From an optimization exercise on the open Yosys and OpenROAD flow, aimed at small area, a short achievable clock period and few clock cycles; shortcuts taken in it are not production practice. Function was checked by simulation only, so behaviour that the tests miss may differ from the original. Power and IR drop assume default switching activity.

==> 06-07 <==
==> flow/design.v <==
`timescale 1ns / 1ps
module dmc_nor2(input a, input b, output y);
assign y = ~(a | b);
endmodule
module dmc_aoi222(input a0, input b0, input a1, input b1, input a2, input b2, output y);
assign y = ~((a0 & b0) | (a1 & b1) | (a2 & b2));
endmodule
module dmc_dec3n(input [2:0] a, output [7:0] y_n);
assign y_n = ~(8'd1 << a);
endmodule
module dmc_nand4(input a, input b, input c, input d, output y);
assign y = ~(a & b & c & d);
endmodule
module dmc_nand2(input a, input b, output y);
assign y = ~(a & b);
endmodule
module dmc_nor3(input a, input b, input c, output y);
assign y = ~(a | b | c);
endmodule
module data_mem_subsystem(
    input flush,
    input clk,
    input wr_en,
    input [15:0] addr,
    input [7:0] rdata,
    output [7:0] wdata,
    output stall,
    output cache_hit,
    output [15:0] mem_addr,
    output mem_wr_en,
    output [7:0] mem_wdata,
    input [7:0] mem_rdata
    );
wire [6:0] tag   = addr[15:9];
wire [5:0] index = addr[8:3];
reg [6:0] tag_field [0:63];
reg [63:0] valid;
reg       second;      
reg       rd_q;        
reg       valid_q;     
reg [6:0] diff_q;      
assign stall     = ~second;
assign cache_hit = rd_q | (valid_q & ~|diff_q);
assign wdata     = mem_rdata;
assign mem_wr_en = wr_en;
assign mem_wdata = rdata;
assign mem_addr  = addr;
wire [7:0] lo_n, hi_n;
dmc_dec3n u_lo (.a(index[2:0]), .y_n(lo_n));
dmc_dec3n u_hi (.a(index[5:3]), .y_n(hi_n));
wire alloc = second & rd_q;                  
wire [7:0] lo_wn = ~(8'd1 << index[2:0]);
wire [7:0] hi_wn = ~((8'd1 << index[5:3]) & {8{alloc}});
wire [63:0] line;      
wire [63:0] line_we;   
genvar g, b, t;
generate
    for (g = 0; g < 64; g = g + 1) begin : g_dec
        dmc_nor2 u_sel (.a(hi_n[g/8]),  .b(lo_n[g%8]), .y(line[g]));
        dmc_nor2 u_we  (.a(hi_wn[g/8]), .b(lo_wn[g%8]), .y(line_we[g]));
    end
endgenerate
wire [7:0] ent [0:63];
wire [21:0] part_n [0:7];
wire [7:0] entry;
generate
    for (g = 0; g < 64; g = g + 1) begin : g_ent
        assign ent[g] = {valid[g], tag_field[g]};
    end
    for (b = 0; b < 8; b = b + 1) begin : g_bit
        for (t = 0; t < 21; t = t + 1) begin : g_term
            dmc_aoi222 u (.a0(line[3*t]),   .b0(ent[3*t][b]),
                          .a1(line[3*t+1]), .b1(ent[3*t+1][b]),
                          .a2(line[3*t+2]), .b2(ent[3*t+2][b]),
                          .y(part_n[b][t]));
        end
        dmc_nand2 u_last (.a(line[63]), .b(ent[63][b]), .y(part_n[b][21]));
        wire [5:0] grp;
        wire [1:0] grp_n;
        for (t = 0; t < 5; t = t + 1) begin : g_grp
            dmc_nand4 u (.a(part_n[b][4*t]), .b(part_n[b][4*t+1]),
                         .c(part_n[b][4*t+2]), .d(part_n[b][4*t+3]), .y(grp[t]));
        end
        dmc_nand2 u_g5 (.a(part_n[b][20]), .b(part_n[b][21]), .y(grp[5]));
        dmc_nor3 u_n0 (.a(grp[0]), .b(grp[1]), .c(grp[2]), .y(grp_n[0]));
        dmc_nor3 u_n1 (.a(grp[3]), .b(grp[4]), .c(grp[5]), .y(grp_n[1]));
        dmc_nand2 u_out (.a(grp_n[0]), .b(grp_n[1]), .y(entry[b]));
    end
endgenerate
integer i;
always @(posedge clk) begin
    second  <= ~second & ~flush;
    rd_q    <= ~wr_en;
    valid_q <= entry[7];
    diff_q  <= entry[6:0] ^ tag;
    for (i = 0; i < 64; i = i + 1) begin
        if (line_we[i])
            tag_field[i] <= tag;
        valid[i] <= ~flush & (valid[i] | line_we[i]);
    end
end
endmodule
==> flow/flow/run.sh <==
#!/bin/bash
set -euo pipefail
export SETUP_SLACK_MARGIN=5.9
export BUFFER_PORTS_ARGS="-buffer_cell sky130_fd_sc_hd__buf_4"
export CTS_ARGS="-sink_clustering_enable -repair_clock_nets -sink_clustering_size 8 -sink_clustering_max_diameter 30 -buf_list {sky130_fd_sc_hd__clkbuf_2 sky130_fd_sc_hd__clkbuf_4} -dont_use_dummy_load"
res=orfs/results/sky130hd/data_mem_subsystem/base
bash standard.sh "$PWD/$res/3_3_place_gp.odb" > orfs_make_place.log 2>&1
openroad -no_init -exit flow/port_feed.tcl > port_feed.log 2>&1
bash standard.sh > orfs_make.log 2>&1
==> flow/flow/port_feed.tcl <==
# Feed each output port's buffer straight from the input port when it is
# driven through that input port's buffer.
set odb orfs/results/sky130hd/data_mem_subsystem/base/3_3_place_gp.odb
read_db $odb
set block [ord::get_db_block]
set n 0
foreach bterm [$block getBTerms] {
  if {[$bterm getIoType] ne "OUTPUT"} { continue }
  set onet [$bterm getNet]
  set obuf ""
  foreach it [$onet getITerms] {
    if {[$it isOutputSignal]} { set obuf [$it getInst] }
  }
  if {$obuf eq "" || ![string match output* [$obuf getName]]} { continue }
  set a [$obuf findITerm A]
  set mnet [$a getNet]
  set ibuf ""
  foreach it [$mnet getITerms] {
    if {[$it isOutputSignal]} { set ibuf [$it getInst] }
  }
  if {$ibuf eq "" || ![string match input* [$ibuf getName]]} { continue }
  set pnet [[$ibuf findITerm A] getNet]
  set isport 0
  foreach bt [$pnet getBTerms] {
    if {[$bt getIoType] eq "INPUT"} { set isport 1 }
  }
  if {!$isport} { continue }
  $a disconnect
  $a connect $pnet
  puts "fed [$obuf getName] ([$bterm getName]) from port net [$pnet getName]"
  incr n
}
puts "reconnected $n output buffers"
write_db $odb
==> flow/standard.sh <==
#!/bin/bash
# synth_recipe.tcl (not shown) runs the flow's synth.tcl, then flattens the netlist and writes it again
# the make line also repeats each setting of config.mk as NAME=value (left out here)
make -C /OpenROAD-flow-scripts/flow DESIGN_CONFIG=/design/flow/config.mk WORK_HOME=/design/flow/orfs CLKGATE_MAP_FILE= SYNTH_SCRIPT=/design/flow/synth_recipe.tcl "${@:-finish}"
==> flow/config.mk <==
export PLATFORM = sky130hd
export DESIGN_NAME = data_mem_subsystem
export DESIGN_NICKNAME = data_mem_subsystem
export VERILOG_FILES = /design/flow/design.v
export SDC_FILE = /design/flow/constraint.sdc
export NUM_CORES = 4
export LEC_CHECK = 0
export CAP_MARGIN = 20
export CORE_MARGIN = 2
export CORE_UTILIZATION = 65
export CTS_BUF_LIST = sky130_fd_sc_hd__clkbuf_8
export CTS_CLUSTER_DIAMETER = 50
export CTS_CLUSTER_SIZE = 16
export SLEW_MARGIN = 20
export SYNTH_HIERARCHICAL = 1
export SYNTH_MEMORY_MAX_BITS = 8192
export SYNTH_MINIMUM_KEEP_SIZE = 0
==> flow/constraint.sdc <==
create_clock -name core_clock -period 10.0 [get_ports {clk}]
set_input_delay 2.0000 -clock core_clock [delete_from_list [all_inputs] [get_ports {clk}]]
set_output_delay 2.0000 -clock core_clock [all_outputs]
set_load 0.01 [all_outputs]
==> 01-17: changes against 06-07 <==
==> flow/design.v, changed modules only <==
module data_mem_subsystem(
    input flush,
    input clk,
    input wr_en,
    input [15:0] addr,
    input [7:0] rdata,
    output [7:0] wdata,
    output stall,
    output cache_hit,
    output [15:0] mem_addr,
    output mem_wr_en,
    output [7:0] mem_wdata,
    input [7:0] mem_rdata
    );
wire [6:0] tag   = addr[15:9];
wire [5:0] index = addr[8:3];
reg [6:0] tag_field [0:63];
reg [63:0] valid;
reg       second;      
reg       rd_q;        
reg       valid_q;     
reg [6:0] diff_q;      
assign stall     = ~second;
assign cache_hit = rd_q | (valid_q & ~|diff_q);
assign wdata     = mem_rdata;
assign mem_wr_en = wr_en;
assign mem_wdata = rdata;
assign mem_addr  = addr;
wire [7:0] lo_n = ~(8'd1 << index[2:0]);
wire [7:0] hi_n = ~(8'd1 << index[5:3]);
wire alloc = second & rd_q;                  
wire [7:0] hi_wn = hi_n | {8{~alloc}};
wire [63:0] line;      
wire [63:0] line_we;   
genvar g, b, t;
generate
    for (g = 0; g < 64; g = g + 1) begin : g_dec
        dmc_nor2 u_sel (.a(hi_n[g/8]),  .b(lo_n[g%8]), .y(line[g]));
        dmc_nor2 u_we  (.a(hi_wn[g/8]), .b(lo_n[g%8]), .y(line_we[g]));
    end
endgenerate
wire [7:0] ent [0:63];
wire [21:0] part_n [0:7];
wire [7:0] entry;
generate
    for (g = 0; g < 64; g = g + 1) begin : g_ent
        assign ent[g] = {valid[g], tag_field[g]};
    end
    for (b = 0; b < 8; b = b + 1) begin : g_bit
        for (t = 0; t < 21; t = t + 1) begin : g_term
            dmc_aoi222 u (.a0(line[3*t]),   .b0(ent[3*t][b]),
                          .a1(line[3*t+1]), .b1(ent[3*t+1][b]),
                          .a2(line[3*t+2]), .b2(ent[3*t+2][b]),
                          .y(part_n[b][t]));
        end
        dmc_nand2 u_last (.a(line[63]), .b(ent[63][b]), .y(part_n[b][21]));
        wire [5:0] grp;
        wire [1:0] grp_n;
        for (t = 0; t < 5; t = t + 1) begin : g_grp
            dmc_nand4 u (.a(part_n[b][4*t]), .b(part_n[b][4*t+1]),
                         .c(part_n[b][4*t+2]), .d(part_n[b][4*t+3]), .y(grp[t]));
        end
        dmc_nand2 u_g5 (.a(part_n[b][20]), .b(part_n[b][21]), .y(grp[5]));
        dmc_nor3 u_n0 (.a(grp[0]), .b(grp[1]), .c(grp[2]), .y(grp_n[0]));
        dmc_nor3 u_n1 (.a(grp[3]), .b(grp[4]), .c(grp[5]), .y(grp_n[1]));
        dmc_nand2 u_out (.a(grp_n[0]), .b(grp_n[1]), .y(entry[b]));
    end
endgenerate
integer i;
always @(posedge clk) begin
    second  <= ~second & ~flush;
    rd_q    <= ~wr_en;
    valid_q <= entry[7];
    diff_q  <= entry[6:0] ^ tag;
    for (i = 0; i < 64; i = i + 1) begin
        if (line_we[i])
            tag_field[i] <= tag;
        valid[i] <= ~flush & (valid[i] | line_we[i]);
    end
end
endmodule
// module dmc_dec3n removed
==> flow/flow/run.sh (replaced) <==
#!/bin/bash
set -euo pipefail
export SETUP_SLACK_MARGIN=5.75
export BUFFER_PORTS_ARGS="-buffer_cell sky130_fd_sc_hd__buf_4"
bash standard.sh > orfs_make.log 2>&1
Settings changed: CORE_UTILIZATION 65 to 50, CTS_BUF_LIST sky130_fd_sc_hd__clkbuf_8 to sky130_fd_sc_hd__clkbuf_8 sky130_fd_sc_hd__clkbuf_16, CTS_CLUSTER_DIAMETER 50 to 60, CTS_CLUSTER_SIZE 16 to 20.
removed: flow/flow/port_feed.tcl
==> notes <==
06-07 finished clean. 01-17 completed with no timing, DRC or antenna violations.
Between 06-07 and 01-17, the lower sequential share of layout area is in 01-17 (gap 4.1 points).
Against 06-07, the clock power of 01-17 is higher by about 40%.
Of 01-17 and 06-07, 01-17 has the higher cell area (gap 5.7%, measured against 06-07).
Against 01-17, the maximum frequency of 06-07 is higher by 3.2%.
Testbench counts of 06-07, summed over its fixed seeds: cycles 64,000.
Testbench counts of 01-17, summed over its fixed seeds: cycles 64,000.

[separate check: timing with driven ports]
In the flow no input, the clock included, has a driving cell. The finished layouts below were timed again as built, in two steps.
Step 1 assumes that a clkbuf_16 drives the clock port and a buf_2 every other input.
Step 2 moves the port delays by t, midway between the first and last clock arrival at a register: inputs arrive t later, outputs are due t later. That takes back most of the time a late clock gives input paths.
a / b / c = no drivers / after step 1 / after step 2; a / b = the first two.
| run | t, ns | slack for setup (ns) | worst hold slack (ns) | worst data-port slew with drivers (ns) |
|---|---|---|---|---|
| 06-07 | 0.744 | 5.887 / 5.687 / 5.372 | 0.457 / 0.457 / 0.457 | 0.23 |
| 01-17 | 0.585 | 5.754 / 5.580 / 5.225 | 0.471 / 0.471 / 0.471 | 0.26 |
After both steps every run listed still meets setup and hold. For 01-17, which loses most, drivers alone change the setup slack by -0.174 ns; drivers and shift together by -0.529 ns.
